This is an optimization exercise on Yosys and OpenROAD, whose aim is small area, a short achievable clock period and few clock cycles, not a production implementation.
No functional check of the RTL was part of any run shown here.
No activity file was given, so power comes from the tool's default toggle rates.

===== flow/config.mk =====
export PLATFORM = sky130hd
export DESIGN_NAME = engine
export DESIGN_NICKNAME = engine
export VERILOG_FILES = /design/flow/design.v
export SDC_FILE = /design/flow/constraint.sdc
export NUM_CORES = 4
export LEC_CHECK = 0
export CAP_MARGIN = 20
export CORE_MARGIN = 2
export CORE_UTILIZATION = 40
export SLEW_MARGIN = 20

===== flow/constraint.sdc =====
create_clock -name core_clock -period 11.0 [get_ports {clk}]
set_input_delay 2.2000 -clock core_clock [delete_from_list [all_inputs] [get_ports {clk}]]
set_output_delay 2.2000 -clock core_clock [all_outputs]
set_load 0.01 [all_outputs]

===== flow/run.sh =====
#!/bin/bash
# synth_recipe.tcl (not shown) runs the flow's synth.tcl, then flattens the netlist and writes it again
# the make line also repeats each setting of config.mk as NAME=value (left out here)
make -C /OpenROAD-flow-scripts/flow DESIGN_CONFIG=/design/flow/config.mk WORK_HOME=/design/flow/orfs CLKGATE_MAP_FILE= SYNTH_SCRIPT=/design/flow/synth_recipe.tcl finish

===== flow/design.v =====
`timescale 1 ns / 1 ps
module engine (
   input                      clk,
   input                      rst,
   output                     done,
   input    [63:0]            num_rows_in,
   input    [63:0]            row_start_in,
   input    [63:0]            row_skip_in,
   input    [63:0]            rows_size_in,            
   input    [63:0]            hash_mask_in,
   input                      row_rq_stall_in,
   output                     row_rq_vld_out,
   output   [47:0]            row_rq_vadr_out,
   output                     row_rs_stall_out,
   input                      row_rs_vld_in,
   input    [63:0]            row_rs_data_in,
   input                      ht_rq_afull_in,
   output                     ht_rq_vld_out,
   output   [47:0]            ht_rq_address_out,
   output                     ht_rs_afull_out,
   input                      ht_rs_write_en_in,
   input    [63:0]            ht_rs_data_in,
   input                      ll_rq_0_afull_in,
   output                     ll_rq_0_vld_out,
   output   [47:0]            ll_rq_0_address_out,
   output                     ll_rs_0_afull_out,
   input                      ll_rs_0_write_en_in,
   input    [63:0]            ll_rs_0_data_in,
   input                      ll_rq_1_afull_in,
   output                     ll_rq_1_vld_out,
   output   [47:0]            ll_rq_1_address_out,
   output                     ll_rs_1_afull_out,
   input                      ll_rs_1_write_en_in,
   input    [63:0]            ll_rs_1_data_in,
   output                     output_empty_out,
   input                      output_read_en_in,
   output   [63:0]            output_dim_table_out,
   output   [63:0]            output_fact_table_out
);
   localparam  K        = 16;           
   localparam  TW       = 4;            
   localparam  HTD      = 8;            
   localparam  HW       = 3;            
   localparam  ROW_CAP  = 8;            
   reg                        run_s;
   reg   [5:0]                icnt_s;
   reg   [47:0]               badr_s;      
   reg   [47:0]               bstep_s;     
   reg   [63:0]               idx_s;
   reg                        left_vld_s;
   reg                        left_s;
   reg   [3:0]                row_out_s;
   wire                       size_bit_s = rows_size_in[6'd47 - icnt_s];
   wire                       row_issue_s;
   always @(posedge clk)
   begin
      if (rst == 1'd1) begin
         run_s    <= 1'd0;
         icnt_s   <= 6'd0;
         badr_s   <= 48'd0;
         bstep_s  <= 48'd0;
      end else if (!run_s) begin
         badr_s   <= {badr_s[46:0], 1'b0}  + (size_bit_s ? row_start_in[47:0] : 48'd0);
         bstep_s  <= {bstep_s[46:0], 1'b0} + (size_bit_s ? row_skip_in[47:0]  : 48'd0);
         icnt_s   <= icnt_s + 6'd1;
         if (icnt_s == 6'd47)
            run_s <= 1'd1;
      end else if (row_issue_s) begin
         badr_s   <= badr_s + bstep_s;
      end
   end
   always @(posedge clk)
   begin
      if (rst == 1'd1)
         idx_s <= row_start_in;
      else if (row_issue_s)
         idx_s <= idx_s + row_skip_in;
      left_s <= (idx_s < num_rows_in);
      if (rst == 1'd1)
         left_vld_s <= 1'd0;
      else
         left_vld_s <= !row_issue_s;
   end
   assign row_issue_s      = run_s && left_vld_s && left_s && (row_out_s != ROW_CAP) &&
                             !row_rq_stall_in;
   assign row_rq_vld_out   = row_issue_s;
   assign row_rq_vadr_out  = {3'd0, badr_s[47:3]};
   always @(posedge clk)
   begin
      if (rst == 1'd1)
         row_out_s <= 4'd0;
      else
         row_out_s <= row_out_s + {3'd0, row_issue_s} - {3'd0, row_rs_vld_in};
   end
   reg   [63:0]               slot_v_s [0:K-1];
   reg   [K-1:0]              busy_s;
   reg   [TW-1:0]             alloc_s;
   integer                    i;
   always @*
   begin
      alloc_s = {TW{1'b0}};
      for (i = K-1; i >= 0; i = i - 1)
         if (!busy_s[i]) alloc_s = i;
   end
   always @(posedge clk)
   begin
      if (row_rs_vld_in)
         slot_v_s[alloc_s] <= row_rs_data_in;
   end
   reg                        a_vld_s;
   reg   [31:0]               a_key_s;
   reg   [TW-1:0]             a_tag_s;
   reg                        b_vld_s;
   reg   [30:0]               b_adr_s;
   reg   [TW-1:0]             b_tag_s;
   wire                       ht_issue_s;
   wire                       a_to_b_s = a_vld_s && (!b_vld_s || ht_issue_s);
   wire  [30:0]               k_s      = a_key_s[30:0];
   wire  [30:0]               hash_s   = k_s + (k_s << 2) + (k_s << 3) + (k_s << 7) +
                                         (k_s << 10) + (k_s << 11) + (k_s << 17) +
                                         (k_s << 23) + (k_s << 26) + (k_s << 29);
   assign row_rs_stall_out = (&busy_s) || (a_vld_s && b_vld_s);
   always @(posedge clk)
   begin
      if (rst == 1'd1)
         a_vld_s <= 1'd0;
      else if (row_rs_vld_in)
         a_vld_s <= 1'd1;
      else if (a_to_b_s)
         a_vld_s <= 1'd0;
      if (row_rs_vld_in) begin
         a_key_s <= row_rs_data_in[63:32];
         a_tag_s <= alloc_s;
      end
      if (rst == 1'd1)
         b_vld_s <= 1'd0;
      else if (a_to_b_s)
         b_vld_s <= 1'd1;
      else if (ht_issue_s)
         b_vld_s <= 1'd0;
      if (a_to_b_s) begin
         b_adr_s <= hash_s & hash_mask_in[30:0];
         b_tag_s <= a_tag_s;
      end
   end
   reg   [TW-1:0]             htf_s [0:HTD-1];
   reg   [HW-1:0]             htf_wr_s;
   reg   [HW-1:0]             htf_rd_s;
   reg   [HW:0]               htf_cnt_s;
   assign ht_issue_s          = b_vld_s && (htf_cnt_s != HTD) && !ht_rq_afull_in;
   assign ht_rq_vld_out       = ht_issue_s;
   assign ht_rq_address_out   = {17'd0, b_adr_s};
   always @(posedge clk)
   begin
      if (ht_issue_s)
         htf_s[htf_wr_s] <= b_tag_s;
      if (rst == 1'd1) begin
         htf_wr_s  <= {HW{1'b0}};
         htf_rd_s  <= {HW{1'b0}};
         htf_cnt_s <= {(HW+1){1'b0}};
      end else begin
         if (ht_issue_s)
            htf_wr_s <= htf_wr_s + 1'd1;
         if (ht_rs_write_en_in)
            htf_rd_s <= htf_rd_s + 1'd1;
         htf_cnt_s <= htf_cnt_s + {{HW{1'b0}}, ht_issue_s} - {{HW{1'b0}}, ht_rs_write_en_in};
      end
   end
   wire  [TW-1:0]             ht_tag_s = htf_s[htf_rd_s];
   wire                       ht_nil_s = (ht_rs_data_in == 64'hFFFF_FFFF_FFFF_FFFF);
   reg                        q_vld_s;
   reg   [47:0]               q_ptr_s;
   reg   [TW-1:0]             q_tag_s;
   assign ht_rs_afull_out = q_vld_s;
   reg                        p0_s;
   reg                        p1_s;
   reg   [47:0]               rptr_s;
   wire                       ll_iss_0_s = p0_s && !ll_rq_0_afull_in;
   wire                       ll_iss_1_s = p1_s && !ll_rq_1_afull_in;
   wire                       rq_free_s  = (!p0_s || !ll_rq_0_afull_in) &&
                                           (!p1_s || !ll_rq_1_afull_in);
   assign ll_rq_0_vld_out     = ll_iss_0_s;
   assign ll_rq_1_vld_out     = ll_iss_1_s;
   assign ll_rq_0_address_out = {rptr_s[46:0], 1'b0};
   assign ll_rq_1_address_out = {rptr_s[46:0], 1'b1};
   localparam  LD       = 2*K;
   localparam  LW       = TW+1;
   reg   [TW-1:0]             llf_tag_s [0:LD-1];
   reg   [LD-1:0]             llf_half_s;     
   reg   [LD-1:0]             llf_nil_s;      
   reg   [LW-1:0]             llf_wr_s;
   reg   [LW-1:0]             llf_rd0_s;
   reg   [LW-1:0]             llf_rd1_s;
   reg   [LW:0]               llf_cnt0_s;
   reg   [LW:0]               llf_cnt1_s;
   wire  [TW-1:0]             tag0_s   = llf_tag_s[llf_rd0_s];
   wire  [TW-1:0]             tag1_s   = llf_tag_s[llf_rd1_s];
   wire  [63:0]               v0_s     = slot_v_s[tag0_s];
   wire                       llf_room_s = (llf_cnt0_s != LD) && (llf_cnt1_s != LD);
   reg                        c0_vld_s;
   reg                        c0_match_s;
   reg   [31:0]               c0_dlo_s;
   reg                        c1_vld_s;
   reg                        c1_nil_s;
   reg   [47:0]               c1_ptr_s;
   wire                       m_in_s   = (ll_rs_0_data_in[63:32] == v0_s[63:32]);
   wire                       c0_av_s  = c0_vld_s || ll_rs_0_write_en_in;
   wire                       c0_m_s   = c0_vld_s ? c0_match_s : m_in_s;
   wire  [31:0]               c0_d_s   = c0_vld_s ? c0_dlo_s   : ll_rs_0_data_in[31:0];
   wire                       c1_av_s  = c1_vld_s || ll_rs_1_write_en_in;
   wire                       c1_n_s   = c1_vld_s ? c1_nil_s   : (ll_rs_1_data_in == 64'hFFFF_FFFF_FFFF_FFFF);
   wire  [47:0]               c1_p_s   = c1_vld_s ? c1_ptr_s   : ll_rs_1_data_in[47:0];
   reg                        r_vld_s;
   reg   [31:0]               r_key_s;
   reg   [31:0]               r_vlo_s;
   reg   [31:0]               r_dlo_s;
   wire                       res_free_s  = !r_vld_s || output_read_en_in;
   wire                       proc0_s     = c0_av_s && (!c0_m_s || res_free_s);
   wire                       proc1_s     = c1_av_s && (c1_n_s || (rq_free_s && llf_room_s));
   wire                       recirc_s    = proc1_s && !c1_n_s;
   wire                       same_s      = (llf_rd0_s == llf_rd1_s);
   wire                       free0_s     = proc0_s && ((llf_half_s[llf_rd0_s] && llf_nil_s[llf_rd0_s]) ||
                                                        (same_s && proc1_s && c1_n_s));
   wire                       free1_s     = proc1_s && c1_n_s && llf_half_s[llf_rd1_s] && !(same_s && proc0_s);
   wire                       load_q_s    = q_vld_s && rq_free_s && llf_room_s && !recirc_s;
   wire                       rq_load_s   = recirc_s || load_q_s;
   always @(posedge clk)
   begin
      if (rst == 1'd1) begin
         q_vld_s <= 1'd0;
      end else if (ht_rs_write_en_in && !ht_nil_s) begin
         q_vld_s <= 1'd1;
      end else if (load_q_s) begin
         q_vld_s <= 1'd0;
      end
      if (ht_rs_write_en_in) begin
         q_ptr_s <= ht_rs_data_in[47:0];
         q_tag_s <= ht_tag_s;
      end
      if (rst == 1'd1) begin
         p0_s <= 1'd0;
         p1_s <= 1'd0;
      end else if (rq_load_s) begin
         p0_s <= 1'd1;
         p1_s <= 1'd1;
      end else begin
         p0_s <= p0_s && !ll_iss_0_s;
         p1_s <= p1_s && !ll_iss_1_s;
      end
      if (rq_load_s)
         rptr_s <= recirc_s ? c1_p_s : q_ptr_s;
      if (rq_load_s)
         llf_tag_s[llf_wr_s] <= recirc_s ? tag1_s : q_tag_s;
      if (rst == 1'd1) begin
         llf_wr_s   <= {LW{1'b0}};
         llf_rd0_s  <= {LW{1'b0}};
         llf_rd1_s  <= {LW{1'b0}};
         llf_cnt0_s <= {(LW+1){1'b0}};
         llf_cnt1_s <= {(LW+1){1'b0}};
      end else begin
         if (rq_load_s)
            llf_wr_s <= llf_wr_s + 1'd1;
         if (proc0_s)
            llf_rd0_s <= llf_rd0_s + 1'd1;
         if (proc1_s)
            llf_rd1_s <= llf_rd1_s + 1'd1;
         llf_cnt0_s <= llf_cnt0_s + {{LW{1'b0}}, rq_load_s} - {{LW{1'b0}}, proc0_s};
         llf_cnt1_s <= llf_cnt1_s + {{LW{1'b0}}, rq_load_s} - {{LW{1'b0}}, proc1_s};
      end
      llf_half_s <= (llf_half_s | ({{(LD-1){1'b0}}, proc0_s} << llf_rd0_s)
                                | ({{(LD-1){1'b0}}, proc1_s} << llf_rd1_s))
                    & ~({{(LD-1){1'b0}}, rq_load_s} << llf_wr_s);
      llf_nil_s  <= (llf_nil_s | ({{(LD-1){1'b0}}, proc1_s && c1_n_s} << llf_rd1_s))
                    & ~({{(LD-1){1'b0}}, rq_load_s} << llf_wr_s);
      if (rst == 1'd1) begin
         c0_vld_s <= 1'd0;
         c1_vld_s <= 1'd0;
      end else begin
         c0_vld_s <= c0_av_s && !proc0_s;
         c1_vld_s <= c1_av_s && !proc1_s;
      end
      if (!c0_vld_s) begin
         c0_match_s <= m_in_s;
         c0_dlo_s   <= ll_rs_0_data_in[31:0];
      end
      if (!c1_vld_s) begin
         c1_nil_s   <= (ll_rs_1_data_in == 64'hFFFF_FFFF_FFFF_FFFF);
         c1_ptr_s   <= ll_rs_1_data_in[47:0];
      end
      if (rst == 1'd1)
         r_vld_s <= 1'd0;
      else if (proc0_s && c0_m_s)
         r_vld_s <= 1'd1;
      else if (output_read_en_in)
         r_vld_s <= 1'd0;
      if (proc0_s && c0_m_s) begin
         r_key_s <= v0_s[63:32];
         r_vlo_s <= v0_s[31:0];
         r_dlo_s <= c0_d_s;
      end
      if (rst == 1'd1)
         busy_s <= {K{1'b0}};
      else
         busy_s <= (busy_s | ({{(K-1){1'b0}}, row_rs_vld_in} << alloc_s))
                   & ~({{(K-1){1'b0}}, ht_rs_write_en_in && ht_nil_s} << ht_tag_s)
                   & ~({{(K-1){1'b0}}, free0_s} << tag0_s)
                   & ~({{(K-1){1'b0}}, free1_s} << tag1_s);
   end
   assign ll_rs_0_afull_out      = c0_vld_s;
   assign ll_rs_1_afull_out      = c1_vld_s;
   assign output_empty_out       = !r_vld_s;
   assign output_dim_table_out   = {r_key_s, r_dlo_s};
   assign output_fact_table_out  = {r_key_s, r_vlo_s};
   assign done = run_s && left_vld_s && !left_s && (row_out_s == 4'd0) && !a_vld_s &&
                 !b_vld_s && (busy_s == {K{1'b0}}) && !r_vld_s;
endmodule

==> flow_metrics.py, run 1 <==
metrics = {
    "run_status": {
        "status": "finished clean",
    },
    "floorplanning": {
        "die_w_um": 485,
        "die_height_um": 485,
        "start_util_pct": 40.2,
        "rows": 176,
        "boundaryPins": 917,
        "core_area_um2": 230000,
        "fp.dieArea_um2": 235000,
    },
    "sta": {
        "skew_ns": 0.0792,
        "hold_viol_final": 0,
        "holdWs_ns": 0.421,
        "setup_slack_ns": 2.12,
        "slew_violations": 0,
        "min_period_ns": 8.88,
        "max_freq_mhz": 113,
        "fin_tns_setup_ns": 0,
        "max_slew_margin_pct": 22.1,
        "tightest_slew_ns": 1.17,
        "period_share_pct": 80.8,
        "rsz0062_at_grt": "no",
        "setup-violations-final": 0,
    },
    "place": {
        "io_buffers": 861,
        "gp_congestion": 0.916,
        "hpwlAfterDp_um": 179000,
        "place_ws_ns": 1.39,
        "dp_cells": 11230,
    },
    "clock_tree": {
        "clk_latency_ns": 0.88,
        "cts_buffers": 201,
        "post-cts-setup-buffers": 0,
        "path_clk_slew_ns": 0.06,
        "hold_buffers": 0,
        "htreeDepth": 4,
        "cts_buffer_depth": 3,
        "cts_sinks": 1840,
        "cts_tree": "built",
        "ctsResizeCount": 0,
        "cts_root_buf": "clkbuf_16",
    },
    "logic_synthesis": {
        "ys_async_sr_fraction_pct": 0,
        "synth-seq-cells": 1840,
        "synth_enable_flop_cells": 1512,
        "synth_seq_area_share_pct": 56.2,
        "syn_area_per_cell_um2": 12.0,
        "synthCells": 7735,
        "synth-main-ff-cell": "edfxtp_1",
        "yosysUniqueCellTypes": 86,
        "yosys_warnings": 1,
        "syn_area_um2": 92500,
    },
    "pwr": {
        "p_total_uw": 25300,
        "power_frac_seq_pct": 34.1,
        "intPower_uw": 16300,
        "switching_share_pct": 35.8,
        "p_sw_uw": 9060,
        "comb_power_share_pct": 38.5,
        "powerDensity_nw_per_um2": 229,
        "leakage_uw": 0.0414,
        "peakVddDrop_mv": 0.237,
        "clkPwrFrac_pct": 27.3,
    },
    "global_route": {
        "grt_pass1_vias": 63400,
        "grt_use_total_pct": 22.5,
        "grt_max_degree": 191,
        "grt_overflow": 0,
        "antenna_found_initial": 41,
        "grt_pass1_wl_um": 404000,
    },
    "worst_setup_path": {
        "worstSetupPathType": "input pin to flip-flop",
        "arrival_ns": 9.60,
        "cp-start-kind": "input pin",
        "crit_path_max_fanout": 53,
        "cp-end-kind": "flip-flop",
        "reg2regPathDepth": 26,
        "cp_data_required_time_ns": 11.71,
    },
    "detailed_routing": {
        "vias": 64638,
        "routed_wirelength_um": 272000,
        "first_iter_violations": 5442,
        "firstDrtPassIters": 6,
        "antenna_left": 0,
        "drc": 0,
        "via_per_inst": 5.56,
        "wl_per_cell_um": 23.4,
    },
    "layout": {
        "drive_above_1_share_pct": 8.68,
        "area_growth_syn_to_layout_pct": 19.3,
        "nets": 9503,
        "instances_no_fill": 11627,
    },
    "job": {
        "cap_violations": 0,
    },
    "worst_hold_path": {
        "min_path_cells": 0,
        "min_path_type": "flip-flop to flip-flop",
    },
}
stage by stage:
step | instance area [um2] | util [%]
finish | 110000 | 48.0
global route | 110000 | 48.0
CTS | 110000 | 48.0
detailed placement | 103000 | 45.0
global placement | 103000 | 45.0
floorplan | 92600 | -
registers in the layout, summed over array words and instances, names as in the netlist, 16 cells and up, named ones only:
name,count
b_adr_s,31
bstep_s,48
a_key_s,31
c1_ptr_s,47
llf_nil_s,32
llf_half_s,32
r_vlo_s,32
idx_s,64
busy_s,16
q_ptr_s,47
r_key_s,32
c0_dlo_s,32
slot_v_s,1024
r_dlo_s,32
rptr_s,47
llf_tag_s,128
badr_s,48
htf_s,32
placed cells by master, fill, tap and decap left out, types with 120 or more instances in the layout:
cell type	netlist	routed
edfxtp_1	1512	1512
inv_1	313	311
xnor2_1	146	146
nand2_1	958	956
and2_1	135	134
a21o_1	150	149
nor2_1	379	361
clkdlybuf4s50_1	0	858
o21ai_0	240	239
clkbuf_16	0	205
mux2i_1	317	317
mux2_2	154	154
a21oi_1	419	416
nand3_1	378	378
dfxtp_1	328	322
ha_1	389	389
fa_1	120	120
worst paths after layout:
check / to / slack (ns) / from
max: badr_s[46] / 2.12 / rows_size_in[12]
min: b_tag_s[2] / 0.42 / a_tag_s[2]
max reg2reg: llf_cnt0_s[4] / 2.25 / flip-flop
min reg2reg: b_tag_s[2] / 0.42 / a_tag_s[2]
metal layers:
metal  share of wire [%]  vias to the layer above  GRT usage (%)
met5               0.075                        -              0
met3                 6.6                      433           3.70
met2                  47                     2211           36.5
met1                  43                    32103           30.9
met4                 3.0                       30           7.17
li1                    -                    29861              -
layout make-up:
class	instances	area (um2)
sequential	1840	52000
clock inverter	128	1400
multi-input combinational	5094	37100
timing repair buffer	954	9370
antenna	15	37.5
fill	20561	120000
clock buffer	254	5480
inverter	316	1190
tap	3026	3790
kinds of logic after synthesis:
kind of cell             count (synthesis)  share of synthesized area (%)
buffers and inverters                  821                           4.06
XOR/XNOR                               252                           2.39
other                                    2                        0.00812
AO/OA/AOI/OAI                         1388                           9.73
AND/OR/NAND/NOR                       2339                           11.7
flip-flops                            1840                           56.2
multiplexers                           584                           8.05
adder cells (fa/ha/maj)                509                           7.86
power groups by stage:
stage	combinational (uW)	clock [uW]	sequential, uW
global placement	9600	0	8780
global route	10800	7340	8690
CTS	9790	7060	8650
finish	9760	6920	8640
floorplan	6850	0	8670
detailed placement	9700	0	8790
synthesized netlist by cell type (14+ instances only):
| master | count | area [um2] |
|---|---|---|
| or2_2 | 16 | 100 |
| a22o_1 | 16 | 140 |
| ha_1 | 389 | 4870 |
| buf_1 | 48 | 180 |
| o22ai_1 | 40 | 250 |
| a31oi_1 | 87 | 544 |
| or3_1 | 21 | 131 |
| xor2_1 | 106 | 928 |
| nor3_1 | 81 | 405 |
| a21oi_1 | 419 | 2100 |
| a211oi_1 | 46 | 345 |
| mux4_2 | 113 | 2540 |
| mux2_2 | 154 | 1730 |
| nand2_1 | 958 | 3600 |
| nand2b_1 | 47 | 294 |
| o211ai_1 | 19 | 143 |
| and3b_1 | 14 | 123 |
| fa_1 | 120 | 2400 |
| a221oi_1 | 30 | 263 |
| nor2b_1 | 65 | 407 |
| nor3b_1 | 16 | 120 |
| inv_1 | 313 | 1170 |
| nand3_1 | 378 | 1890 |
| o21bai_1 | 29 | 218 |
| xnor2_1 | 146 | 1280 |
| mux2i_1 | 317 | 3170 |
| buf_4 | 150 | 1130 |
| nand4_1 | 72 | 450 |
| a311oi_1 | 81 | 709 |
| a21boi_0 | 14 | 105 |
| o21a_1 | 36 | 270 |
| a21o_1 | 150 | 1130 |
| o21ai_0 | 240 | 1200 |
| edfxtp_1 | 1512 | 45400 |
| o31ai_1 | 17 | 128 |
| a32oi_1 | 29 | 254 |
| and3_1 | 87 | 544 |
| nor2_1 | 379 | 1420 |
| buf_2 | 39 | 195 |
| dfxtp_1 | 328 | 6570 |
| clkbuf_1 | 260 | 976 |
| nor4_1 | 30 | 188 |
| and2_1 | 135 | 845 |
critical path: stages:
cell	delay, ns
clkdlybuf4s50_1	0.48
mux4_2	0.50
mux4_2	0.46
mux4_2	0.83
and2_1	0.32
ha_1	0.20
or3_1	0.46
a211oi_1	0.53
nor4_1	0.22
nor4_1	0.60
o31ai_1	0.33
a211o_1	0.34
a21oi_1	0.30
o21ai_0	0.25
a41o_1	0.37
a221o_1	0.38
a221oi_1	0.36
mux2i_1	0.12
a2111oi_0	0.35
==> inputs of run 2 (changes only) <==
--- a/flow/design.v
+++ b/flow/design.v
@@ -48,24 +48,40 @@
    reg   [47:0]               bstep_s;     
    reg   [63:0]               idx_s;
+   reg   [63:0]               skip_s;      
    reg                        left_vld_s;
    reg                        left_s;
    reg   [3:0]                row_out_s;
-   wire                       size_bit_s = rows_size_in[6'd47 - icnt_s];
+   reg                        sbit_s;      
+   reg   [5:0]                lz_s;        
+   integer                    j;
+   always @*
+   begin
+      lz_s = 6'd48;
+      for (j = 0; j < 48; j = j + 1)
+         if (rows_size_in[j]) lz_s = 6'd47 - j;
+   end
    wire                       row_issue_s;
+   wire                       init_step_s = !run_s && (icnt_s != 6'd48);
+   wire  [5:0]                nbit_s      = 6'd46 - icnt_s;
+   wire  [47:0]               badd_a_s = run_s ? badr_s  : {badr_s[46:0], 1'b0};
+   wire  [47:0]               badd_b_s = run_s ? bstep_s : (sbit_s ? idx_s[47:0] : 48'd0);
    always @(posedge clk)
    begin
       if (rst == 1'd1) begin
          run_s    <= 1'd0;
-         icnt_s   <= 6'd0;
+         icnt_s   <= lz_s;
+         sbit_s   <= (rows_size_in[47:0] != 48'd0);
          badr_s   <= 48'd0;
          bstep_s  <= 48'd0;
-      end else if (!run_s) begin
-         badr_s   <= {badr_s[46:0], 1'b0}  + (size_bit_s ? row_start_in[47:0] : 48'd0);
-         bstep_s  <= {bstep_s[46:0], 1'b0} + (size_bit_s ? row_skip_in[47:0]  : 48'd0);
-         icnt_s   <= icnt_s + 6'd1;
-         if (icnt_s == 6'd47)
+      end else begin
+         if (!run_s && icnt_s == 6'd48)
             run_s <= 1'd1;
-      end else if (row_issue_s) begin
-         badr_s   <= badr_s + bstep_s;
+         if (init_step_s) begin
+            bstep_s  <= {bstep_s[46:0], 1'b0} + (sbit_s ? skip_s[47:0] : 48'd0);
+            icnt_s   <= icnt_s + 6'd1;
+            sbit_s   <= (icnt_s != 6'd47) && rows_size_in[nbit_s];
+         end
+         if (init_step_s || row_issue_s)
+            badr_s   <= badd_a_s + badd_b_s;
       end
    end
@@ -75,5 +91,6 @@
          idx_s <= row_start_in;
       else if (row_issue_s)
-         idx_s <= idx_s + row_skip_in;
+         idx_s <= idx_s + skip_s;
+      skip_s <= row_skip_in;
       left_s <= (idx_s < num_rows_in);
       if (rst == 1'd1)
@@ -173,17 +190,22 @@
    reg   [TW-1:0]             q_tag_s;
    assign ht_rs_afull_out = q_vld_s;
-   reg                        p0_s;
-   reg                        p1_s;
-   reg   [47:0]               rptr_s;
-   wire                       ll_iss_0_s = p0_s && !ll_rq_0_afull_in;
-   wire                       ll_iss_1_s = p1_s && !ll_rq_1_afull_in;
-   wire                       rq_free_s  = (!p0_s || !ll_rq_0_afull_in) &&
-                                           (!p1_s || !ll_rq_1_afull_in);
+   reg   [47:0]               rq_ptr_s [0:1];
+   reg                        rq_wr_s;
+   reg                        rq_rd0_s;
+   reg                        rq_rd1_s;
+   reg   [1:0]                rq_cnt0_s;
+   reg   [1:0]                rq_cnt1_s;
+   wire                       ll_iss_0_s = (rq_cnt0_s != 2'd0) && !ll_rq_0_afull_in;
+   wire                       ll_iss_1_s = (rq_cnt1_s != 2'd0) && !ll_rq_1_afull_in;
+   wire                       rq_free_s  = (rq_cnt0_s != 2'd2 || !ll_rq_0_afull_in) &&
+                                           (rq_cnt1_s != 2'd2 || !ll_rq_1_afull_in);
+   wire  [47:0]               rq_a0_s    = rq_ptr_s[rq_rd0_s];
+   wire  [47:0]               rq_a1_s    = rq_ptr_s[rq_rd1_s];
    assign ll_rq_0_vld_out     = ll_iss_0_s;
    assign ll_rq_1_vld_out     = ll_iss_1_s;
-   assign ll_rq_0_address_out = {rptr_s[46:0], 1'b0};
-   assign ll_rq_1_address_out = {rptr_s[46:0], 1'b1};
-   localparam  LD       = 2*K;
-   localparam  LW       = TW+1;
+   assign ll_rq_0_address_out = {rq_a0_s[46:0], 1'b0};
+   assign ll_rq_1_address_out = {rq_a1_s[46:0], 1'b1};
+   localparam  LW       = TW;         
+   localparam  LD       = 2**LW;
    reg   [TW-1:0]             llf_tag_s [0:LD-1];
    reg   [LD-1:0]             llf_half_s;     
@@ -194,8 +216,9 @@
    reg   [LW:0]               llf_cnt0_s;
    reg   [LW:0]               llf_cnt1_s;
-   wire  [TW-1:0]             tag0_s   = llf_tag_s[llf_rd0_s];
-   wire  [TW-1:0]             tag1_s   = llf_tag_s[llf_rd1_s];
+   reg   [TW-1:0]             tag0_s;
+   reg   [TW-1:0]             tag1_s;
    wire  [63:0]               v0_s     = slot_v_s[tag0_s];
-   wire                       llf_room_s = (llf_cnt0_s != LD) && (llf_cnt1_s != LD);
+   wire                       llf_room0_s = (llf_cnt0_s != LD);
+   wire                       llf_room_s  = llf_room0_s && (llf_cnt1_s != LD);
    reg                        c0_vld_s;
    reg                        c0_match_s;
@@ -216,6 +239,6 @@
    reg   [31:0]               r_dlo_s;
    wire                       res_free_s  = !r_vld_s || output_read_en_in;
-   wire                       proc0_s     = c0_av_s && (!c0_m_s || res_free_s);
-   wire                       proc1_s     = c1_av_s && (c1_n_s || (rq_free_s && llf_room_s));
+   wire                       proc0_s     = c0_av_s && res_free_s;
+   wire                       proc1_s     = c1_av_s && rq_free_s && llf_room0_s;
    wire                       recirc_s    = proc1_s && !c1_n_s;
    wire                       same_s      = (llf_rd0_s == llf_rd1_s);
@@ -224,5 +247,9 @@
    wire                       free1_s     = proc1_s && c1_n_s && llf_half_s[llf_rd1_s] && !(same_s && proc0_s);
    wire                       load_q_s    = q_vld_s && rq_free_s && llf_room_s && !recirc_s;
-   wire                       rq_load_s   = recirc_s || load_q_s;
+   wire                       rq_load_s   = recirc_s || load_q_s;     
+   wire                       rq_write_s  = proc1_s || load_q_s;      
+   wire  [TW-1:0]             wtag_s      = recirc_s ? tag1_s : q_tag_s;
+   wire  [LW-1:0]             rd0_nx_s    = rst ? {LW{1'b0}} : llf_rd0_s + {{(LW-1){1'b0}}, proc0_s};
+   wire  [LW-1:0]             rd1_nx_s    = rst ? {LW{1'b0}} : llf_rd1_s + {{(LW-1){1'b0}}, proc1_s};
    always @(posedge clk)
    begin
@@ -239,17 +266,22 @@
       end
       if (rst == 1'd1) begin
-         p0_s <= 1'd0;
-         p1_s <= 1'd0;
-      end else if (rq_load_s) begin
-         p0_s <= 1'd1;
-         p1_s <= 1'd1;
+         rq_wr_s   <= 1'd0;
+         rq_rd0_s  <= 1'd0;
+         rq_rd1_s  <= 1'd0;
+         rq_cnt0_s <= 2'd0;
+         rq_cnt1_s <= 2'd0;
       end else begin
-         p0_s <= p0_s && !ll_iss_0_s;
-         p1_s <= p1_s && !ll_iss_1_s;
-      end
-      if (rq_load_s)
-         rptr_s <= recirc_s ? c1_p_s : q_ptr_s;
-      if (rq_load_s)
-         llf_tag_s[llf_wr_s] <= recirc_s ? tag1_s : q_tag_s;
+         if (rq_load_s)  rq_wr_s  <= !rq_wr_s;
+         if (ll_iss_0_s) rq_rd0_s <= !rq_rd0_s;
+         if (ll_iss_1_s) rq_rd1_s <= !rq_rd1_s;
+         rq_cnt0_s <= rq_cnt0_s + {1'd0, rq_load_s} - {1'd0, ll_iss_0_s};
+         rq_cnt1_s <= rq_cnt1_s + {1'd0, rq_load_s} - {1'd0, ll_iss_1_s};
+      end
+      if (rq_write_s)
+         rq_ptr_s[rq_wr_s] <= recirc_s ? c1_p_s : q_ptr_s;
+      if (rq_write_s)
+         llf_tag_s[llf_wr_s] <= wtag_s;
+      tag0_s <= (rq_write_s && llf_wr_s == rd0_nx_s) ? wtag_s : llf_tag_s[rd0_nx_s];
+      tag1_s <= (rq_write_s && llf_wr_s == rd1_nx_s) ? wtag_s : llf_tag_s[rd1_nx_s];
       if (rst == 1'd1) begin
          llf_wr_s   <= {LW{1'b0}};
@@ -290,9 +322,9 @@
       if (rst == 1'd1)
          r_vld_s <= 1'd0;
-      else if (proc0_s && c0_m_s)
-         r_vld_s <= 1'd1;
+      else if (proc0_s)
+         r_vld_s <= c0_m_s;
       else if (output_read_en_in)
          r_vld_s <= 1'd0;
-      if (proc0_s && c0_m_s) begin
+      if (proc0_s) begin
          r_key_s <= v0_s[63:32];
          r_vlo_s <= v0_s[31:0];
--- a/flow/config.mk
+++ b/flow/config.mk
@@ -8,4 +8,6 @@
 export CAP_MARGIN = 20
 export CORE_MARGIN = 2
-export CORE_UTILIZATION = 40
+export CORE_UTILIZATION = 50
+export SETUP_SLACK_MARGIN = 5
 export SLEW_MARGIN = 20
+export TNS_END_PERCENT = 100
==> flow_metrics.py, run 2 <==
metrics = {
    "logic_synthesis": {
        "synth-compound-area-share_pct": 10.4,
        "yosys_warnings": 1,
        "synthMuxAreaShare_pct": 7.28,
        "syn_area_um2": 90200,
        "syn_area_per_cell_um2": 12.3,
        "synth_xor_area_share_pct": 2.09,
        "synth_area_leaders": "edfxtp_1 50%, dfxtp_1 7.9%, ha_1 4.9%",
        "netlist_top_cells_count": "1502 x edfxtp_1, 977 x nand2_1, 360 x nor2_1, 359 x nand3_1, 354 x dfxtp_1",
        "ys_async_sr_fraction_pct": 0,
        "synthCells": 7328,
        "synth_fa_ha_area_share_pct": 7.51,
        "synth_top_area_share_pct": 50.0,
        "synth.most_common_cell": "edfxtp_1",
        "synth_seq_area_share_pct": 57.9,
        "synth_top_family_by_area": "simple AND/OR/NAND/NOR gates",
        "synth-seq-cells": 1856,
        "synth-simple-area-share_pct": 11.5,
        "synth-main-ff-cell": "edfxtp_1",
        "synth_top_cell_by_area": "edfxtp_1",
        "synth_enable_flop_cells": 1502,
        "yosysUniqueCellTypes": 100,
    },
    "sta": {
        "max_slew_margin_pct": 19.0,
        "min_period_ns": 6.05,
        "slew_violations": 0,
        "skew_ns": 0.0663,
        "period_share_pct": 55.0,
        "rsz0062_at_grt": "yes",
        "hold_viol_final": 0,
        "tightest_slew_ns": 1.21,
        "setup_slack_ns": 4.95,
        "setup-violations-final": 0,
        "max_freq_mhz": 165,
        "fin_tns_setup_ns": 0,
    },
    "global_route": {
        "grt_overflow": 0,
        "antenna_found_initial": 35,
        "grt_pass1_vias": 61693,
        "grt_pass1_wl_um": 416000,
        "grt_use_total_pct": 30.3,
        "grt_max_degree": 178,
    },
    "place": {
        "place_ws_ns": 3.90,
        "dp_cells": 10220,
        "place_area_um2": 101000,
        "hpwlAfterDp_um": 191000,
        "gp_congestion": 0.944,
        "io_buffers": 861,
    },
    "layout": {
        "area_growth_syn_to_layout_pct": 19.4,
        "drive_above_1_share_pct": 11.3,
        "layout_commonest_cell": "edfxtp_1",
        "top_regs": "slot_v_s: 1024 flops, rq_ptr_s: 94 flops",
        "largest_reg_flops": 1024,
        "instances_no_fill": 10640,
        "nets": 9156,
        "design_area_um2": 108000,
        "fillerInstances": 14512,
        "top_register": "slot_v_s",
        "layout_common_cells": "1502 x edfxtp_1, 973 x nand2_1, 858 x clkdlybuf4s50_1",
    },
    "worst_setup_path": {
        "worstSetupPathType": "flip-flop to flip-flop",
        "cp-start-kind": "flip-flop",
        "cp_data_required_time_ns": 11.78,
        "arrival_ns": 6.83,
        "cp-end-kind": "flip-flop",
        "crit_path_max_fanout": 54,
    },
    "worst_hold_path": {
        "min_path_type": "flip-flop to flip-flop",
    },
    "clock_tree": {
        "clk_latency_ns": 0.89,
        "cts_sinks": 1856,
        "cts_root_buf": "clkbuf_16",
        "path_clk_slew_ns": 0.06,
        "cts_buffer_depth": 3,
        "hold_buffers": 0,
        "cts_tree": "built",
        "htreeDepth": 4,
        "cts_buffers": 197,
    },
    "pwr": {
        "peakVddDrop_mv": 0.344,
        "powerDensity_nw_per_um2": 249,
        "p_total_uw": 26800,
        "leakage_uw": 0.0397,
    },
    "detailed_routing": {
        "first_iter_violations": 6042,
        "wl_per_cell_um": 27.0,
        "via_per_inst": 5.99,
        "routed_wirelength_um": 287000,
        "drc": 0,
        "vias": 63782,
        "firstDrtPassIters": 8,
        "antenna_left": 0,
    },
    "floorplanning": {
        "fp.dieArea_um2": 184000,
        "core_area_um2": 179000,
        "boundaryPins": 917,
        "die_w_um": 429,
        "die_height_um": 429,
        "start_util_pct": 50.4,
        "rows": 155,
    },
    "job": {
        "cap_violations": 0,
    },
    "run_status": {
        "status": "finished clean",
    },
}
run 2: area by class of cell:
| class | count | area (um2) | area share (%) |
|---|---|---|---|
| multi-input combinational | 4828 | 35400 | 32.9 |
| sequential | 1856 | 52200 | 48.5 |
| tap | 2355 | 2950 | 2.74 |
| timing repair buffer | 994 | 9770 | 9.08 |
| clock inverter | 111 | 1160 | 1.07 |
| antenna | 20 | 50.0 | 0.0465 |
| clock buffer | 254 | 5240 | 4.87 |
| inverter | 222 | 833 | 0.774 |
run 2: path summary, 6_finish.rpt:
| kind | slack, ns | start | end | cells after the start |
|---|---|---|---|---|
| max reg2reg | 4.95 | flip-flop | r_vld_s | 14 |
| min | 0.39 | a_tag_s[1] | b_tag_s[1] | 0 |
| max | 4.95 | flip-flop | r_vld_s | 14 |
| min reg2reg | 0.39 | a_tag_s[1] | b_tag_s[1] | 0 |
run 2: worst max-delay path, cell delays in order, from the launching register on:
cell	delay [ns]
dfxtp_2	0.60
mux4_2	0.63
mux2i_2	0.16
buf_4	0.33
and2_2	0.52
nor2_4	0.07
buf_4	0.37
mux2i_1	0.22
a221oi_1	0.93
mux2_2	0.37
a2bb2oi_1	0.17
nand4bb_1	0.31
nor4_2	0.35
nand4_1	0.53
a31oi_1	0.35
run 2: what timing repair did:
action	in CTS	in global routing
buffers inserted	24	6
endpoints found under the setup margin	9	7
gates resized for setup	14	19
cloned	1	3
pin swaps	1	5
run 2: cell families after synthesis:
group | after synthesis
AOI/OAI and AO/OA | 1366
xor gates and xnor gates | 215
adders and majority gates | 470
buffers and inverters | 667
DFF | 1856
muxes | 505
other | 2
and+or+nand+nor | 2247
run 2: power breakdown:
group / switching, uW / total, uW / internal [uW]
sequential: 519 / 9070 / 8550
combinational: 6390 / 11100 / 4710
clock: 2910 / 6610 / 3700
run 2: per-stage QoR:
stage	util [%]	hold WS [ns]
after floorplan	-	0.400
after global placement	56.3	0.402
after detailed placement	56.3	0.405
after CTS	60.0	0.398
after global routing	60.2	0.400
final	60.2	0.385
run 2: layer usage:
layer / vias up / global-route usage, % / share of wire [%]
met2: 2421 / 50.0 / 48
met3: 497 / 4.85 / 6.6
met5: - / 0 / 0.027
met4: 10 / 12.0 / 4.2
li1: 28937 / - / -
met1: 31917 / 40.2 / 41
==> inputs of run 3 (changes only) <==
--- a/flow/config.mk
+++ b/flow/config.mk
@@ -6,4 +6,5 @@
 export NUM_CORES = 4
 export LEC_CHECK = 0
+export ABC_AREA = 1
 export CAP_MARGIN = 20
 export CORE_MARGIN = 2
==> flow_metrics.py, run 3 <==
metrics = {
    "clock_tree": {
        "htreeDepth": 4,
        "cts_root_buf": "clkbuf_16",
        "hold_buffers": 0,
        "cts_tree": "built",
        "cts_buffers": 195,
        "path_clk_slew_ns": 0.06,
        "clk_latency_ns": 0.86,
        "cts_buffer_depth": 3,
        "cts_sinks": 1856,
    },
    "sta": {
        "max_slew_margin_pct": 25.8,
        "max_freq_mhz": 173,
        "tightest_slew_ns": 1.11,
        "fin_tns_setup_ns": 0,
        "slew_violations": 0,
        "period_share_pct": 52.6,
        "skew_ns": 0.0561,
        "rsz0062_at_grt": "yes",
        "hold_viol_final": 0,
        "holdWs_ns": 0.409,
        "setup-violations-final": 0,
        "min_period_ns": 5.78,
    },
    "place": {
        "io_buffers": 861,
        "dp_cells": 11378,
        "hpwlAfterDp_um": 182000,
        "gp_congestion": 0.935,
    },
    "logic_synthesis": {
        "synth.most_common_cell": "edfxtp_1",
        "synth-main-ff-cell": "edfxtp_1",
        "synth_area_leaders": "edfxtp_1 51%, dfxtp_1 8.0%, nand2_1 6.3%",
        "synth_top_area_share_pct": 50.6,
        "syn_area_per_cell_um2": 10.4,
        "synth_enable_flop_cells": 1502,
        "syn_area_um2": 89100,
        "netlist_top_cells_count": "1502 x edfxtp_1, 1488 x nand2_1, 903 x nor2_1, 772 x o21ai_0, 761 x inv_1",
        "ys_async_sr_fraction_pct": 0,
        "synth-seq-cells": 1856,
        "synthCells": 8551,
        "synth_top_cell_by_area": "edfxtp_1",
        "synth_seq_area_share_pct": 58.6,
        "yosysUniqueCellTypes": 64,
        "yosys_warnings": 1,
    },
    "pwr": {
        "peakVddDrop_mv": 0.190,
        "p_total_uw": 25600,
        "leakage_uw": 0.0417,
        "powerDensity_nw_per_um2": 240,
    },
    "floorplanning": {
        "die_height_um": 426,
        "core_area_um2": 177000,
        "boundaryPins": 917,
        "die_w_um": 426,
        "start_util_pct": 50.4,
        "fp.dieArea_um2": 182000,
        "rows": 154,
    },
    "detailed_routing": {
        "wl_per_cell_um": 23.1,
        "first_iter_violations": 5568,
        "routed_wirelength_um": 273000,
        "firstDrtPassIters": 8,
        "drc": 0,
        "vias": 66001,
        "antenna_left": 0,
        "via_per_inst": 5.59,
    },
    "worst_setup_path": {
        "cp-end-kind": "output port",
        "arrival_ns": 3.58,
        "cp-start-kind": "input pin",
        "critPathSlowestCell": "clkdlybuf4s50_1",
        "slowest_delay_ns": 0.55,
        "worstSetupPathType": "input pin to output port",
        "cp_data_required_time_ns": 8.80,
        "crit_chain": "clkdlybuf4s50_1 -> nor2_1 -> and3_1 -> dlygate4sd2_1",
        "crit_buf_inv": 2,
        "crit_path_max_fanout": 3,
        "cp_top_family": "buffers and inverters",
    },
    "layout": {
        "instances_no_fill": 11813,
        "layout_common_cells": "1502 x edfxtp_1, 1485 x nand2_1, 881 x nor2_1",
        "layout_commonest_cell": "edfxtp_1",
        "nets": 10338,
        "drive_above_1_share_pct": 6.27,
        "area_growth_syn_to_layout_pct": 19.3,
        "top_register": "slot_v_s",
        "largest_reg_flops": 1024,
        "top_regs": "slot_v_s: 1024 flops, rq_ptr_s: 94 flops",
    },
    "job": {
        "cap_violations": 0,
    },
    "run_status": {
        "status": "finished clean",
    },
    "global_route": {
        "grt_pass1_vias": 63170,
        "grt_overflow": 0,
        "antenna_found_initial": 44,
        "grt_max_degree": 195,
        "grt_pass1_wl_um": 398000,
        "grt_use_total_pct": 29.1,
    },
    "worst_hold_path": {
        "min_path_type": "flip-flop to flip-flop",
    },
}
[run 3: cell count changes after synthesis, sizes merged, moves of 110 or more]
cell    before   now
a21o       114     4
inv        218   771
mux2       329     0
nand2      978  1514
nand3      359   227
nor2       363   903
o21ai      226   805
o221ai       5   160
[run 3: worst paths after layout]
check                        from        endpoint  slack, ns  cells after the start
hold reg to reg        a_tag_s[3]      b_tag_s[3]       0.41                      0
setup / recovery  row_rq_stall_in  row_rq_vld_out       5.22                      4
hold / removal         a_tag_s[3]      b_tag_s[3]       0.41                      0
setup reg to reg       a_key_s[4]     b_adr_s[30]       5.23                     31
[run 3: cells by family after synthesis]
group | after synthesis | synth area share [%]
flops | 1856 | 58.6
mux | 129 | 1.45
buf+inv | 1258 | 5.88
fa+ha+maj | 470 | 7.60
compound gates | 1825 | 12.2
simple gates | 2901 | 13.2
xor+xnor | 110 | 1.08
other cells | 2 | 0.00843
[run 3: metrics by stage]
| step | area [um2] | utilization, % | setup slack (ns) |
|---|---|---|---|
| 6_report | 106000 | 60.2 | 5.22 |
| 5_1_grt | 106000 | 60.1 | 4.85 |
| 4_1_cts | 106000 | 59.9 | 4.91 |
| 3_5_place_dp | 99300 | 56.2 | 4.30 |
| 3_3_place_gp | 99300 | 56.2 | 4.33 |
| 2_1_floorplan | 89200 | - | 5.15 |
[run 3: per-layer routing]
metal / vias up / track usage, % / part of all wire, %
li1: 31389 / - / -
met3: 434 / 4.58 / 5.9
met5: - / 0 / 0.070
met4: 30 / 11.2 / 3.9
met2: 2183 / 49.0 / 49
met1: 31965 / 37.9 / 42
[run 3: power by group]
| group | switching, uW | internal [uW] |
|---|---|---|
| Sequential | 467 | 8580 |
| Combinational | 6190 | 3870 |
| Clock | 2820 | 3640 |
[run 3: repair_timing]
item                       4_1_cts  5_1_grt
pin swaps                        1       20
setup endpoints to repair        8       22
resized for setup                6       58
buffers inserted                17       29
[run 3: area by class of cell]
cell class,instances,area (um2)
Inverter,779,2970
Sequential cell,1856,52200
Clock buffer,258,5310
Fill cell,14690,70400
Tap cell,2340,2930
Clock inverter,105,958
Timing Repair Buffer,992,9700
Multi-Input combinational cell,5457,32200
Antenna cell,26,65.1
==> inputs of run 4 (changes only) <==
==> flow/flow/run.sh (new file) <==
#!/bin/bash
# Layout: the standard flow (standard.sh, unchanged synthesis), with the
# port buffers made from the smallest buffer cell instead of a delay cell.
set -euo pipefail
export BUFFER_PORTS_ARGS="-buffer_cell sky130_fd_sc_hd__buf_1"
bash standard.sh > standard_flow.log 2>&1
==> flow/standard.sh (new file) <==
#!/bin/bash
# synth_recipe.tcl (not shown) runs the flow's synth.tcl, then flattens the netlist and writes it again
# the make line also repeats each setting of config.mk as NAME=value (left out here)
make -C /OpenROAD-flow-scripts/flow DESIGN_CONFIG=/design/flow/config.mk WORK_HOME=/design/flow/orfs CLKGATE_MAP_FILE= SYNTH_SCRIPT=/design/flow/synth_recipe.tcl "${@:-finish}"
removed: flow/run.sh
==> flow_metrics.py, run 4 <==
metrics = {
    "pwr": {
        "powerDensity_nw_per_um2": 245,
        "leakage_uw": 0.0393,
        "peakVddDrop_mv": 0.256,
    },
    "place": {
        "gp_congestion": 0.948,
        "dp_cells": 11377,
        "hpwlAfterDp_um": 175000,
        "io_buffers": 861,
    },
    "global_route": {
        "antenna_found_initial": 56,
        "grt_use_total_pct": 28.3,
        "grt_pass1_vias": 62904,
        "grt_max_degree": 197,
        "grt_overflow": 0,
        "grt_pass1_wl_um": 388000,
    },
    "logic_synthesis": {
        "yosys_warnings": 1,
        "syn_area_um2": 89100,
        "netlist_top_cells_count": "1502 x edfxtp_1, 1488 x nand2_1, 903 x nor2_1, 772 x o21ai_0, 761 x inv_1",
        "synth-simple-area-share_pct": 13.2,
        "synth_enable_flop_cells": 1502,
        "synth_top_family_by_area": "simple AND/OR/NAND/NOR gates",
        "synth.most_common_cell": "edfxtp_1",
        "yosysUniqueCellTypes": 64,
        "ys_async_sr_fraction_pct": 0,
        "synth-seq-cells": 1856,
        "synth_top_area_share_pct": 50.6,
        "synth_top_cell_by_area": "edfxtp_1",
        "synth-main-ff-cell": "edfxtp_1",
        "synth_fa_ha_area_share_pct": 7.60,
        "synth-compound-area-share_pct": 12.2,
        "synth_xor_area_share_pct": 1.08,
        "synthCells": 8551,
        "synth_area_leaders": "edfxtp_1 51%, dfxtp_1 8.0%, nand2_1 6.3%",
        "synth_seq_area_share_pct": 58.6,
        "synthMuxAreaShare_pct": 1.45,
        "syn_area_per_cell_um2": 10.4,
    },
    "layout": {
        "drive_above_1_share_pct": 6.46,
        "area_growth_syn_to_layout_pct": 13.3,
        "nets": 10357,
        "top_register": "slot_v_s",
        "largest_reg_flops": 1024,
        "fillerInstances": 15043,
        "layout_commonest_cell": "edfxtp_1",
        "multi_input_area_um2": 32200,
        "layout_common_cells": "1502 x edfxtp_1, 1481 x nand2_1, 879 x nor2_1",
        "regArea_um2": 52200,
        "instances_no_fill": 11831,
        "top_regs": "slot_v_s: 1024 flops, rq_ptr_s: 94 flops",
    },
    "sta": {
        "max_freq_mhz": 175,
        "tightest_slew_ns": 1.25,
        "max_slew_margin_pct": 16.9,
        "rsz0062_at_grt": "yes",
        "slew_violations": 0,
        "min_period_ns": 5.73,
        "fin_tns_setup_ns": 0,
        "hold_viol_final": 0,
        "skew_ns": 0.0432,
        "period_share_pct": 52.1,
        "setup-violations-final": 0,
    },
    "detailed_routing": {
        "wl_per_cell_um": 22.5,
        "met2_length_um": 130000,
        "routed_wirelength_um": 267000,
        "wl_met3_um": 16800,
        "vias": 66231,
        "antenna_left": 0,
        "firstDrtPassIters": 6,
        "highest_layer": "met5",
        "first_iter_violations": 5521,
        "via_per_inst": 5.60,
        "wl_met1_um": 108000,
        "drc": 0,
    },
    "worst_setup_path": {
        "endpoint": "b_adr_s[30]",
        "cp_common_cell": "nand2_1",
        "critPathSlowestCell": "fa_2",
        "r2r_slack_ns": 5.27,
        "reg2regPathDepth": 33,
        "arrival_ns": 6.32,
        "reg2reg_to": "b_adr_s[30]",
        "reg2reg_from": "a_key_s[7]",
        "cp_data_required_time_ns": 11.59,
        "crit_path_max_fanout": 4,
        "cp-start-kind": "flip-flop",
        "worstSetupPathType": "flip-flop to flip-flop",
        "slowest_delay_ns": 0.58,
        "worstSetupStartpoint": "a_key_s[7]",
        "cp-end-kind": "flip-flop",
    },
    "floorplanning": {
        "core_area_um2": 177000,
        "rows": 154,
        "start_util_pct": 50.4,
        "boundaryPins": 917,
        "fp.dieArea_um2": 182000,
        "die_w_um": 426,
        "die_height_um": 426,
    },
    "clock_tree": {
        "clk_latency_ns": 0.84,
        "cts_buffers": 194,
        "cts_root_buf": "clkbuf_16",
        "cts_tree": "built",
        "cts_buffer_depth": 3,
        "path_clk_slew_ns": 0.06,
        "hold_buffers": 0,
        "cts_sinks": 1856,
        "htreeDepth": 4,
    },
    "job": {
        "cap_violations": 0,
    },
    "worst_hold_path": {
        "min_path_type": "flip-flop to flip-flop",
    },
    "run_status": {
        "status": "finished clean",
    },
}
run 4: area by class of cell:
cell class,count,share of cell area (%)
clock buffer,254,5.11
multi-input combinational,5460,31.9
clock inverter,100,0.971
tap,2340,2.90
timing repair inverter,1,0.00867
timing repair buffer,1008,4.41
sequential,1856,51.7
antenna,33,0.0817
inverter,779,2.95
run 4: critical path: cells and delay by family, from the launching register on:
kind                       cells  cell delay [ns]
DFF                            1             0.51
and+or+nand+nor               13             1.10
adders and majority gates      6             2.13
AOI/OAI and AO/OA             11             1.45
buffers and inverters          3             0.29
run 4: power breakdown:
part,switching (uW),internal [uW]
Combinational,6150,3180
Clock,2800,3560
Sequential,469,8580
run 4: per-layer routing:
| layer | vias to the layer above | global-route usage, % |
|---|---|---|
| met5 | - | 0 |
| met4 | 38 | 13.1 |
| met3 | 472 | 4.71 |
| met2 | 2186 | 47.1 |
| met1 | 32112 | 36.4 |
| li1 | 31423 | - |
run 4: what timing repair did:
| action | in CTS | in global routing |
|---|---|---|
| pin swaps | 2 | 38 |
| setup endpoints to repair | 7 | 10 |
| gates cloned | 1 | 3 |
| buffers inserted | 15 | 48 |
| gates resized for setup | 10 | 60 |
run 4: how the worst min path moves through the flow:
| stage | end | cells past startpoint | startpoint |
|---|---|---|---|
| final | b_tag_s[3] | 0 | a_tag_s[3] |
| after global routing | b_tag_s[3] | 0 | a_tag_s[3] |
| after CTS | b_tag_s[3] | 0 | a_tag_s[3] |
| after detailed placement | b_tag_s[3] | 0 | a_tag_s[3] |
| after global placement | b_tag_s[3] | 0 | a_tag_s[3] |
| after floorplan | b_tag_s[0] | 0 | a_tag_s[0] |
run 4: logic make-up after synthesis:
| kind of cell | Yosys count |
|---|---|
| other cells | 2 |
| flops | 1856 |
| mux | 129 |
| fa+ha+maj | 470 |
| buf+inv | 1258 |
| simple gates | 2901 |
| xor+xnor | 110 |
| compound gates | 1825 |
run 4: through the flow:
| stage | utilization [%] | power (uW) | instance area (um2) | setup WS (ns) | hold slack, ns |
|---|---|---|---|---|---|
| final | 57.2 | 24700 | 101000 | 5.27 | 0.419 |
| after global routing | 57.2 | 26300 | 101000 | 4.85 | 0.427 |
| after CTS | 56.8 | 24500 | 100000 | 5.01 | 0.422 |
| after detailed placement | 53.2 | 18100 | 94000 | 4.31 | 0.408 |
| after global placement | 53.2 | 18000 | 94000 | 4.42 | 0.403 |
| after floorplan | - | 15400 | 89200 | 5.15 | 0.400 |
==> inputs of run 5 (changes only) <==
--- a/flow/design.v
+++ b/flow/design.v
@@ -45,6 +45,8 @@
    reg                        run_s;
    reg   [5:0]                icnt_s;
-   reg   [47:0]               badr_s;      
-   reg   [47:0]               bstep_s;     
+   reg   [23:0]               bh_s, bl_s;  
+   reg                        bc_s;
+   reg   [23:0]               dh_s, dl_s;  
+   reg                        dc_s;
    reg   [63:0]               idx_s;
    reg   [63:0]               skip_s;      
@@ -64,6 +66,16 @@
    wire                       init_step_s = !run_s && (icnt_s != 6'd48);
    wire  [5:0]                nbit_s      = 6'd46 - icnt_s;
-   wire  [47:0]               badd_a_s = run_s ? badr_s  : {badr_s[46:0], 1'b0};
-   wire  [47:0]               badd_b_s = run_s ? bstep_s : (sbit_s ? idx_s[47:0] : 48'd0);
+   wire  [23:0]               bl_a_s   = init_step_s ? {bl_s[22:0], 1'b0} : bl_s;
+   wire  [23:0]               bl_b_s   = init_step_s ? (sbit_s ? idx_s[23:0] : 24'd0) : dl_s;
+   wire  [24:0]               bl_sum_s = {1'b0, bl_a_s} + {1'b0, bl_b_s};
+   wire  [23:0]               bh_a_s   = init_step_s ? {bh_s[22:0], bl_s[23]} : bh_s;
+   wire  [23:0]               bh_b_s   = init_step_s ? (sbit_s ? idx_s[47:24] : 24'd0) :
+                                         (bc_s ? 24'd0 : dh_s);
+   wire  [23:0]               bh_sum_s = bh_a_s + bh_b_s +
+                                         (init_step_s ? {22'd0, bc_s, 1'b0} : {23'd0, bc_s});
+   wire  [24:0]               dl_sum_s = {1'b0, dl_s[22:0], 1'b0} + {1'b0, (sbit_s ? skip_s[23:0] : 24'd0)};
+   wire  [23:0]               dh_sum_s = (init_step_s ? {dh_s[22:0], dl_s[23]} : dh_s) +
+                                         ((init_step_s && sbit_s) ? skip_s[47:24] : 24'd0) +
+                                         (init_step_s ? {22'd0, dc_s, 1'b0} : {23'd0, dc_s});
    always @(posedge clk)
    begin
@@ -72,16 +84,31 @@
          icnt_s   <= lz_s;
          sbit_s   <= (rows_size_in[47:0] != 48'd0);
-         badr_s   <= 48'd0;
-         bstep_s  <= 48'd0;
+         bh_s     <= 24'd0;
+         bl_s     <= 24'd0;
+         bc_s     <= 1'd0;
+         dh_s     <= 24'd0;
+         dl_s     <= 24'd0;
+         dc_s     <= 1'd0;
+      end else if (init_step_s) begin
+         icnt_s   <= icnt_s + 6'd1;
+         sbit_s   <= (icnt_s != 6'd47) && rows_size_in[nbit_s];
+         bl_s     <= bl_sum_s[23:0];
+         bh_s     <= bh_sum_s;
+         bc_s     <= bl_sum_s[24];
+         dl_s     <= dl_sum_s[23:0];
+         dh_s     <= dh_sum_s;
+         dc_s     <= dl_sum_s[24];
       end else begin
-         if (!run_s && icnt_s == 6'd48)
+         if (!run_s)
             run_s <= 1'd1;
-         if (init_step_s) begin
-            bstep_s  <= {bstep_s[46:0], 1'b0} + (sbit_s ? skip_s[47:0] : 48'd0);
-            icnt_s   <= icnt_s + 6'd1;
-            sbit_s   <= (icnt_s != 6'd47) && rows_size_in[nbit_s];
+         if (dc_s) begin
+            dh_s  <= dh_sum_s;
+            dc_s  <= 1'd0;
          end
-         if (init_step_s || row_issue_s)
-            badr_s   <= badd_a_s + badd_b_s;
+         if (row_issue_s)
+            bl_s  <= bl_sum_s[23:0];
+         if (row_issue_s || bc_s)
+            bh_s  <= bh_sum_s;
+         bc_s     <= row_issue_s && bl_sum_s[24];
       end
    end
@@ -102,5 +129,5 @@
                              !row_rq_stall_in;
    assign row_rq_vld_out   = row_issue_s;
-   assign row_rq_vadr_out  = {3'd0, badr_s[47:3]};
+   assign row_rq_vadr_out  = {3'd0, bh_s, bl_s[23:3]};
    always @(posedge clk)
    begin
@@ -126,5 +153,6 @@
    end
    reg                        a_vld_s;
-   reg   [31:0]               a_key_s;
+   reg   [30:0]               a_s1_s;      
+   reg   [30:0]               a_s2_s;
    reg   [TW-1:0]             a_tag_s;
    reg                        b_vld_s;
@@ -133,8 +161,9 @@
    wire                       ht_issue_s;
    wire                       a_to_b_s = a_vld_s && (!b_vld_s || ht_issue_s);
-   wire  [30:0]               k_s      = a_key_s[30:0];
-   wire  [30:0]               hash_s   = k_s + (k_s << 2) + (k_s << 3) + (k_s << 7) +
-                                         (k_s << 10) + (k_s << 11) + (k_s << 17) +
-                                         (k_s << 23) + (k_s << 26) + (k_s << 29);
+   wire  [30:0]               k_s      = row_rs_data_in[62:32];
+   wire  [30:0]               s1_s     = k_s + (k_s << 2) + (k_s << 3) + (k_s << 7) + (k_s << 10);
+   wire  [30:0]               s2_s     = (k_s << 11) + (k_s << 17) + (k_s << 23) + (k_s << 26) +
+                                         (k_s << 29);
+   wire  [30:0]               hash_s   = a_s1_s + a_s2_s;
    assign row_rs_stall_out = (&busy_s) || (a_vld_s && b_vld_s);
    always @(posedge clk)
@@ -147,5 +176,6 @@
          a_vld_s <= 1'd0;
       if (row_rs_vld_in) begin
-         a_key_s <= row_rs_data_in[63:32];
+         a_s1_s  <= s1_s;
+         a_s2_s  <= s2_s;
          a_tag_s <= alloc_s;
       end
@@ -211,14 +241,24 @@
    reg   [LD-1:0]             llf_half_s;     
    reg   [LD-1:0]             llf_nil_s;      
-   reg   [LW-1:0]             llf_wr_s;
-   reg   [LW-1:0]             llf_rd0_s;
-   reg   [LW-1:0]             llf_rd1_s;
-   reg   [LW:0]               llf_cnt0_s;
-   reg   [LW:0]               llf_cnt1_s;
+   reg   [LW:0]               llf_wp_s;       
+   reg   [LW:0]               llf_rp0_s;
+   reg   [LW:0]               llf_rp1_s;
+   wire  [LW-1:0]             llf_wr_s  = llf_wp_s[LW-1:0];
+   wire  [LW-1:0]             llf_rd0_s = llf_rp0_s[LW-1:0];
+   wire  [LW-1:0]             llf_rd1_s = llf_rp1_s[LW-1:0];
    reg   [TW-1:0]             tag0_s;
    reg   [TW-1:0]             tag1_s;
-   wire  [63:0]               v0_s     = slot_v_s[tag0_s];
-   wire                       llf_room0_s = (llf_cnt0_s != LD);
-   wire                       llf_room_s  = llf_room0_s && (llf_cnt1_s != LD);
+   reg   [K-1:0]              tag0_oh_s;      
+   reg   [63:0]               v0_s;
+   integer                    m;
+   always @*
+   begin
+      v0_s = 64'd0;
+      for (m = 0; m < K; m = m + 1)
+         v0_s = v0_s | ({64{tag0_oh_s[m]}} & slot_v_s[m]);
+   end
+   wire                       llf_room0_s = (llf_wp_s != {~llf_rp0_s[LW], llf_rp0_s[LW-1:0]});
+   wire                       llf_room_s  = llf_room0_s &&
+                                            (llf_wp_s != {~llf_rp1_s[LW], llf_rp1_s[LW-1:0]});
    reg                        c0_vld_s;
    reg                        c0_match_s;
@@ -251,5 +291,7 @@
    wire  [TW-1:0]             wtag_s      = recirc_s ? tag1_s : q_tag_s;
    wire  [LW-1:0]             rd0_nx_s    = rst ? {LW{1'b0}} : llf_rd0_s + {{(LW-1){1'b0}}, proc0_s};
+   wire  [TW-1:0]             tag0_nx_s;
    wire  [LW-1:0]             rd1_nx_s    = rst ? {LW{1'b0}} : llf_rd1_s + {{(LW-1){1'b0}}, proc1_s};
+   assign tag0_nx_s = (rq_write_s && llf_wr_s == rd0_nx_s) ? wtag_s : llf_tag_s[rd0_nx_s];
    always @(posedge clk)
    begin
@@ -282,21 +324,18 @@
       if (rq_write_s)
          llf_tag_s[llf_wr_s] <= wtag_s;
-      tag0_s <= (rq_write_s && llf_wr_s == rd0_nx_s) ? wtag_s : llf_tag_s[rd0_nx_s];
+      tag0_s <= tag0_nx_s;
+      tag0_oh_s <= {{(K-1){1'b0}}, 1'b1} << tag0_nx_s;
       tag1_s <= (rq_write_s && llf_wr_s == rd1_nx_s) ? wtag_s : llf_tag_s[rd1_nx_s];
       if (rst == 1'd1) begin
-         llf_wr_s   <= {LW{1'b0}};
-         llf_rd0_s  <= {LW{1'b0}};
-         llf_rd1_s  <= {LW{1'b0}};
-         llf_cnt0_s <= {(LW+1){1'b0}};
-         llf_cnt1_s <= {(LW+1){1'b0}};
+         llf_wp_s   <= {(LW+1){1'b0}};
+         llf_rp0_s  <= {(LW+1){1'b0}};
+         llf_rp1_s  <= {(LW+1){1'b0}};
       end else begin
          if (rq_load_s)
-            llf_wr_s <= llf_wr_s + 1'd1;
+            llf_wp_s <= llf_wp_s + 1'd1;
          if (proc0_s)
-            llf_rd0_s <= llf_rd0_s + 1'd1;
+            llf_rp0_s <= llf_rp0_s + 1'd1;
          if (proc1_s)
-            llf_rd1_s <= llf_rd1_s + 1'd1;
-         llf_cnt0_s <= llf_cnt0_s + {{LW{1'b0}}, rq_load_s} - {{LW{1'b0}}, proc0_s};
-         llf_cnt1_s <= llf_cnt1_s + {{LW{1'b0}}, rq_load_s} - {{LW{1'b0}}, proc1_s};
+            llf_rp1_s <= llf_rp1_s + 1'd1;
       end
       llf_half_s <= (llf_half_s | ({{(LD-1){1'b0}}, proc0_s} << llf_rd0_s)
@@ -336,5 +375,5 @@
          busy_s <= (busy_s | ({{(K-1){1'b0}}, row_rs_vld_in} << alloc_s))
                    & ~({{(K-1){1'b0}}, ht_rs_write_en_in && ht_nil_s} << ht_tag_s)
-                   & ~({{(K-1){1'b0}}, free0_s} << tag0_s)
+                   & ~({K{free0_s}} & tag0_oh_s)
                    & ~({{(K-1){1'b0}}, free1_s} << tag1_s);
    end
==> flow_metrics.py, run 5 <==
metrics = {
    "logic_synthesis": {
        "ys_async_sr_fraction_pct": 0,
        "yosysUniqueCellTypes": 71,
        "synth_area_leaders": "edfxtp_1 53%, dfxtp_1 8.3%, nand2_1 8.1%",
        "synthCells": 7997,
        "synth_enable_flop_cells": 1520,
        "syn_area_um2": 86900,
        "synth_seq_area_share_pct": 60.8,
        "synth_top_cell_by_area": "edfxtp_1",
    },
    "sta": {
        "skew_ns": 0.0513,
        "setup-violations-final": 0,
        "tightest_slew_ns": 1.09,
        "period_share_pct": 53.6,
        "max_freq_mhz": 170,
        "fin_tns_setup_ns": 0,
        "max_slew_margin_pct": 27.1,
    },
    "place": {
        "io_buffers": 861,
        "dp_cells": 10958,
    },
    "layout": {
        "top_regs": "slot_v_s: 1024 flops, rq_ptr_s: 94 flops",
        "nets": 9955,
        "top_register": "slot_v_s",
        "layout_common_cells": "1867 x nand2_1, 1520 x edfxtp_1, 850 x buf_1",
        "layout_commonest_cell": "nand2_1",
        "area_growth_syn_to_layout_pct": 15.4,
        "drive_above_1_share_pct": 7.94,
    },
    "worst_hold_path": {
        "hp-start": "a_tag_s[0]",
    },
    "global_route": {
        "grt_max_degree": 95,
        "grt_pass1_wl_um": 378000,
    },
    "clock_tree": {
        "cts_sinks": 1881,
        "htreeDepth": 4,
        "hold_buffers": 0,
        "cts_buffer_depth": 3,
        "clk_latency_ns": 0.86,
        "cts_buffers": 194,
    },
    "run_status": {
        "status": "finished clean",
    },
    "detailed_routing": {
        "first_iter_violations": 5187,
        "wl_per_cell_um": 22.6,
        "via_per_inst": 5.56,
        "drc": 0,
        "firstDrtPassIters": 6,
    },
    "worst_setup_path": {
        "cp-start-kind": "input pin",
        "worstSetupPathType": "input pin to flip-flop",
        "reg2reg_from": "icnt_s[0]",
    },
    "pwr": {
        "switching_share_pct": 35.6,
        "intPower_uw": 15200,
        "leakage_uw": 0.0393,
        "comb_power_share_pct": 32.4,
        "peakVddDrop_mv": 0.182,
    },
    "job": {
        "cap_violations": 0,
    },
    "floorplanning": {
        "boundaryPins": 917,
    },
}
==> run 5: final timing paths <==
kind / end / slack (ns) / depth (start not counted)
max: a_s1_s[30] / 5.10 / 28
min: b_tag_s[0] / 0.42 / 0
max reg2reg: bh_s[23] / 5.42 / 34
min reg2reg: b_tag_s[0] / 0.42 / 0
==> run 5: power groups by stage <==
| stage | Clock (uW) | Sequential, uW | Combinational [uW] |
|---|---|---|---|
| global placement | 0 | 9390 | 7370 |
| CTS | 6750 | 9270 | 7520 |
| global route | 7040 | 9340 | 8410 |
| floorplan | 0 | 9200 | 4930 |
| finish | 6660 | 9280 | 7620 |
| detailed placement | 0 | 9410 | 7460 |
==> run 5: cell type report <==
type,instances,area [um2]
Multi-Input combinational cell,5003,30100
Fill cell,14698,72900
Antenna cell,13,32.5
Timing Repair Buffer,1036,4940
Clock buffer,261,5390
Tap cell,2325,2910
Clock inverter,105,1120
Inverter,770,2910
Sequential cell,1881,52900
==> run 5: metrics by stage <==
| stage | hold WS, ns | power, uW | cell area, um2 |
|---|---|---|---|
| floorplan | 0.400 | 14100 | 87100 |
| global placement | 0.403 | 16800 | 92800 |
| detailed placement | 0.405 | 16900 | 92800 |
| CTS | 0.419 | 23500 | 99400 |
| global route | 0.429 | 24800 | 100000 |
| finish | 0.418 | 23600 | 100000 |
==> run 5: worst max-delay path, cell delays in order <==
cell and delay, ns:
buf_4 0.15, buf_12 0.15, fa_1 0.50, fa_1 0.56, ha_4 0.22, ha_4 0.29
nand2_1 0.06, o21ai_2 0.20, a21oi_2 0.08, o21bai_1 0.20, a21oi_1 0.09, inv_1 0.08
a21oi_2 0.07, o21ai_2 0.18, nand3_2 0.09, nand2_2 0.08, nand3_1 0.08, nand2_2 0.10
a21oi_2 0.07, o21bai_2 0.15, a21oi_2 0.08, o21bai_2 0.18, a21boi_2 0.10, o21ai_2 0.18
a21oi_2 0.07, nor2_1 0.08, nor2_1 0.05, xor2_1 0.13
==> run 5: what timing repair did <==
item,in CTS,in global routing
gates resized for setup,34,76
gates cloned,1,11
hold endpoints to repair,0,0
buffers inserted,3,42
endpoints found under the setup margin,45,23
pin swaps,3,41
==> run 5: routing by layer <==
layer | vias up | global-route usage (%) | share of wire, %
li1 | 29794 | - | -
met1 | 30906 | 36.8 | 42
met2 | 2270 | 47.0 | 48
met3 | 419 | 4.59 | 6.4
met4 | 8 | 9.90 | 3.6
met5 | - | 0 | 0.019
==> run 5: cells by family after synthesis <==
| group | count (synthesis) | synth area share, % |
|---|---|---|
| compound gates | 1431 | 10.5 |
| xor+xnor | 167 | 1.68 |
| fa+ha+maj | 482 | 7.77 |
| buf+inv | 1135 | 5.23 |
| flops | 1881 | 60.8 |
| mux | 12 | 0.138 |
| other cells | 2 | 0.00864 |
| simple gates | 2887 | 13.8 |

Check on run 5: ideal ports give 5.102 ns setup slack; a clkbuf_16 on the clock port and buf_2 on the inputs give 5.148 ns; moving port delays by the midpoint clock arrival (0.922 ns) as well gives 4.226 ns.
